What follows belongs to an exercise in optimizing a design on an open flow for small area and a short achievable clock period; a production flow would make more cautious choices. Function was checked by simulation only, so behaviour that the tests miss may differ from the original. No activity file was given, so power comes from the tool's default toggle rates.

<file path="flow/run.sh">
#!/bin/bash
# synth_recipe.tcl (not shown) runs the flow's synth.tcl, then flattens the netlist and writes it again
# the make line also repeats each setting of config.mk as NAME=value (left out here)
make -C /OpenROAD-flow-scripts/flow DESIGN_CONFIG=/design/flow/config.mk WORK_HOME=/design/flow/orfs CLKGATE_MAP_FILE= SYNTH_SCRIPT=/design/flow/synth_recipe.tcl finish
</file>
<file path="flow/config.mk">
export PLATFORM = sky130hd
export DESIGN_NAME = alu_operations_five
export DESIGN_NICKNAME = alu_operations_five
export VERILOG_FILES = /design/flow/design.v
export SDC_FILE = /design/flow/constraint.sdc
export NUM_CORES = 4
export LEC_CHECK = 0
export CAP_MARGIN = 20
export CORE_MARGIN = 2
export CORE_UTILIZATION = 40
export SLEW_MARGIN = 20
</file>
<file path="flow/constraint.sdc">
create_clock -name core_clock -period 8.5 [get_ports {clk}]
set_input_delay 1.7000 -clock core_clock [delete_from_list [all_inputs] [get_ports {clk}]]
set_output_delay 1.7000 -clock core_clock [all_outputs]
set_load 0.01 [all_outputs]
</file>
<file path="flow/design.v">
`timescale 1ns / 1ps
module alu_operations_five (
    input  clk,
    input  rst_n,
    input  load,      
    input  signed [31:0]  ID_EX_A,
    input  signed [31:0]  ID_EX_B,
    input  signed [5:0]   opcode,
    output reg signed [31:0] ALU_result
);
    reg signed [31:0] rA;
    reg signed [31:0] rB;
    reg [5:0] rop;
    localparam ADD = 6'b000000;
    localparam SUB = 6'b000001;
    localparam AND = 6'b000010;
    localparam OR  = 6'b000011;
    localparam SLT = 6'b000100;
    localparam MUL = 6'b000101;
    wire valid_op = (opcode == ADD) || (opcode == SUB) || (opcode == AND) || (opcode == OR)  || (opcode == SLT) || (opcode == MUL);
    wire signed [31:0] gated_a = valid_op ? ID_EX_A : 32'sd0;
    wire signed [31:0] gated_b = valid_op ? ID_EX_B : 32'sd0;
    always @(posedge clk or negedge rst_n) 
    begin
        if (!rst_n) 
        begin
            rA  <= 32'sd0;
            rB  <= 32'sd0;
            rop <= 6'd0;
            ALU_result <= 32'sd0;
        end 
        else 
        begin
            if (load) 
            begin
                rA  <= gated_a;
                rB  <= gated_b;
                rop <= opcode;
            end
            if (load) 
            begin
                case (rop)
                    ADD: ALU_result <= rA + rB;
                    SUB: ALU_result <= rA - rB;
                    AND: ALU_result <= rA & rB;
                    OR : ALU_result <= rA | rB;
                    SLT: ALU_result <= ($signed(rA) < $signed(rB)) ? 32'sd1 : 32'sd0;
                    MUL: ALU_result <= $signed(rA) * $signed(rB);
                    default: ALU_result <= 32'sd0;
                endcase
            end
        end
    end
endmodule
</file>
==> results.txt <==
Drt
In the routed design, unresolved DRC markers number 0. The via count of the routed design is around 21000. The number of DRC markers after the initial detailed-route iteration is about 1900.

The average wire per cell in the routed design is 24.7 µm. The average via count per standard cell is 5.68. The aggregate routed wire length is roughly 90000 µm. The number of detailed-routing iterations run before antenna repair is 6. The remaining number of nets flagged by the antenna check after routing is 0.

Timing
The relative max-transition margin is around 33%. The worst hold slack after final layout is between 0.4 and 0.5 ns. Setup repair after global routing left no endpoint under its margin.

The accumulated negative setup slack is 0 ns. The part of the cycle the worst path needs is around 93%. Setup violations remaining at the end of the flow were counted as 0. The transition time at the pin with the least slew margin is a little over 1 ns. Clock skew on the completed layout was measured at between 0.015 and 0.02 ns. The final hold violation count came to 0.

The final period demand of the worst path is between 7 and 8 ns. Setup slack closes at about 0.59 ns. Based on the critical path, the design can be clocked at up to 126 MHz. The final max-slew violation count is 0.

Setup path
The number of buffer and inverter instances along the worst setup path is 5. The signal on the critical path passes through inv_1 -> nor2_1 -> fa_1 -> fa_1 -> fa_1 -> inv_1 -> fa_1 -> inv_1 -> fa_1 -> inv_1 -> fa_1 -> inv_1 -> fa_1 -> fa_1 -> ha_1 -> a21oi_1 -> o21ai_0 -> a21o_1 -> a31o_2 -> a31o_2 -> o21ai_0 -> xnor2_1 -> nor3_1 -> nand4b_1. The largest single stage delay on the critical path is 0.81 ns. The arrival time of the worst setup path is between 8 and 9 ns. The class of the most critical setup path is reg -> reg.

The type of destination of the critical path is a flip-flop. The kind of cell with the highest combined delay along the critical path is adder cells. The launching element type of the critical path is a flip-flop.

The standard cell with the maximum stage delay on the critical path is sky130_fd_sc_hd__dfrtp_1. The most numerous cell type found on the critical path is sky130_fd_sc_hd__fa_1. The biggest fanout along the worst timing path is 10. The worst path required time is slightly below 9 ns.

Floorplanning
The starting utilization of the core area is 40.3%. 105 I/O pins were placed. In this run the standard cell core region covers 58800 µm².

The floorplan step set the die width to 247 µm. The overall die height is 247 µm. The floorplan step defined a die boundary enclosing between 60000 and 70000 µm². The total number of placement rows is 89.

Global route
The number of antenna violations at the first check in global routing was 2. The number of global-route vias before repair is 21497. The total congestion overflow after global routing is 0. The first global-routing pass estimated between 100000 and 150000 µm of wire. The pin count of the biggest net entering global routing is just over 80.

The total track usage is 30.3%.

Clock network
The root buffer cell is sky130_fd_sc_hd__clkbuf_16. The later-pin clock latency in the skew report is approximately 0.41 ns. In this run, post-CTS repair resized a total of 0 instances. Clock tree synthesis inserted a total of 9 buffers. The H-tree depth reported by CTS is 3. The buffers inserted during post-CTS setup optimization is 0. After clock tree synthesis, the clock-pin slew on the worst setup and hold paths is ~0.1 ns. TritonCTS built the clock tree. Buffers inserted to repair hold after CTS numbered 0. In this run the deepest clock path goes through 2 buffers. The number of sinks on the clock net is 102.

Synthesis
The mean area per synthesized cell is about 8.4 µm². The dominant register cell in the synthesized netlist is sky130_fd_sc_hd__dfrtp_1. The synthesized netlist net count is between 3000 and 4000. The arithmetic-cell share of the synthesized area counting full adders, half adders and majority gates is 47.7%. The number of synthesized flops with an enable pin is 0. Of the total synthesized cell area, the portion taken by XOR and XNOR cells is under 10%. For this run, the number of Yosys warnings is 1.

The cell count after synthesis came out at between 2000 and 3000. The largest total area in the synthesized netlist belongs to sky130_fd_sc_hd__fa_1. Of all flip-flops after synthesis, the portion carrying an async set or reset was 100%. Sequential cells were found to cover a little over a tenth of the synthesized design area. Synthesis instantiated 79 different standard cells from the library. The register bit total from synthesis is around 100. The mapped netlist covers 23700 µm². The synthesized netlist devotes between 10% and 20% of its cell area to compound gates.

The fraction of synthesized area in multiplexers is less than 1%. The basic-gate share of the synthesized area counting and, or, nand and nor cells is between 15 and 20%. By area, the combinational part of the netlist is dominated by adder cells. The share of synthesized area in the top cell type comes to 34.7%. By area the synthesized netlist is led by sky130_fd_sc_hd__fa_1 35%, sky130_fd_sc_hd__ha_1 13%, sky130_fd_sc_hd__dfrtp_1 11%.

Final layout
The area growth from synthesis to layout is 10.6%. The layout has a little under 6000 filler cells. The library cell used most frequently in the layout, excluding fill and tap cells, is sky130_fd_sc_hd__inv_1. The final instance area is 26200 µm². The multi-input combinational cells in the finished layout cover a total of 18700 µm².

The share of post-route cells with drive strength above 1 is under 10%. The top cell types in the final layout, fill and taps aside, are 503 x sky130_fd_sc_hd__inv_1, 421 x sky130_fd_sc_hd__nor2_1, 410 x sky130_fd_sc_hd__fa_1. In the final design database the tool counted between 3000 and 4000 nets. Summing all flip-flop and latch instances after layout gives roughly 2600 µm².

Pwr
The cell area power density is between 50 and 60 nW/µm². VDD sags by at most about 0.00011 V. Summed over all cells, the static leakage comes to 0.0122 µW.

Place
The half-perimeter wire length after detailed placement is 73500 µm. The count of port buffers added during placement is roughly 100. Before CTS, the worst setup slack after placement is 0.770 ns. Routability-driven placement finished with a final weighted congestion of 1.01.

The total placed instance area is around 26000 µm².

Hold path
The worst hold path belongs to the class reg -> reg.

Status
The flow ran to the end and the layout has no timing, DRC or antenna violations.

Run
Across the run, the number of max-cap violations was 0.
cells by family after synthesis:
family                   after synthesis
XOR/XNOR                              87
AO/OA/AOI/OAI                        443
AND/OR/NAND/NOR                      861
adder cells (fa/ha/maj)              656
buffers and inverters                650
flip-flops                           102
multiplexers                           9
final timing paths:
| path | start | to | slack [ns] | cells past startpoint |
|---|---|---|---|---|
| max | rA[11] | ALU_result[31] | 0.59 | 24 |
| min | ALU_result[10] | ALU_result[10] | 0.50 | 1 |
| max reg2reg | rA[11] | ALU_result[31] | 0.59 | 24 |
| min reg2reg | ALU_result[10] | ALU_result[10] | 0.50 | 1 |
| max in group asynchronous | rst_n | ALU_result[13] | 5.76 | 2 |
| min in group asynchronous | rst_n | rA[16] | 1.32 | 1 |
per-stage QoR:
step                std cells  utilization (%)  total power, µW
finish                   3652             44.6             1550
global route             3651             44.5             1610
CTS                      3651             44.5             1550
detailed placement       3635             44.0             1040
global placement         3635             44.0             1030
floorplan                2808                -              819
power breakdown:
part           internal, µW  switching [µW]  total (µW)
logic                   185             329         514
registers               499            31.2         530
clock network           219             289         508
layout make-up:
type                       instances  area share (%)
timing repair buffer             188            6.45
antenna                            1         0.00955
sequential                       102            9.74
inverter                         516            7.39
tap                              773            3.69
multi-input combinational       2056            71.4
clock buffer                       9           0.860
clock inverter                     7           0.416
state kept, by name, indices dropped and copies added (netlist names):
register / flops
rA: 32
rop: 6
ALU_result: 32
rB: 32
synth_stat cells (19+ instances only):
cell,count
sky130_fd_sc_hd__a21oi_1,93
sky130_fd_sc_hd__nand2_1,305
sky130_fd_sc_hd__o21ai_0,129
sky130_fd_sc_hd__o221ai_1,21
sky130_fd_sc_hd__nand3_1,19
sky130_fd_sc_hd__dfrtp_1,102
sky130_fd_sc_hd__fa_1,410
sky130_fd_sc_hd__inv_1,503
sky130_fd_sc_hd__xnor2_1,62
sky130_fd_sc_hd__a21o_1,20
sky130_fd_sc_hd__nor3_1,22
sky130_fd_sc_hd__clkbuf_1,113
sky130_fd_sc_hd__nor2_1,421
sky130_fd_sc_hd__ha_1,246
sky130_fd_sc_hd__xor2_1,24
routing by layer:
layer	track usage [%]	vias up	wire [µm]
met5	0	-	0
met4	14.4	0	5010
met3	5.72	214	7950
met1	39.7	10493	35800
li1	-	8955	-
met2	48.3	1084	41400

## afterwards: timing with drivers on the ports
In the flow no input, the clock included, has a driving cell. The finished layout below was timed again as built, in two steps. Step 1 assumes that a clkbuf_16 drives the clock port and a buf_2 every other input. Step 2 adds t to the input delays and takes it off the output delays; t is the mean of the earliest and latest rising clock arrival at the registers after step 1. Input paths then give back, and output paths get back, about the clock's delay inside the block. a / b / c = no drivers / after step 1 / after step 2; a / b = the first two.
shift t [ns]: 0.454
setup WS [ns]: 0.593 / 0.593 / 0.593
hold slack, ns: 0.498 / 0.498 / 0.498
slew at the worst register clock pin (ns): 0.10 / 0.10
worst data-port slew with drivers (ns): 0.05
After both steps setup and hold are still met in this run. For this run, drivers alone change the setup slack by 0.000 ns; drivers and shift together by 0.000 ns.
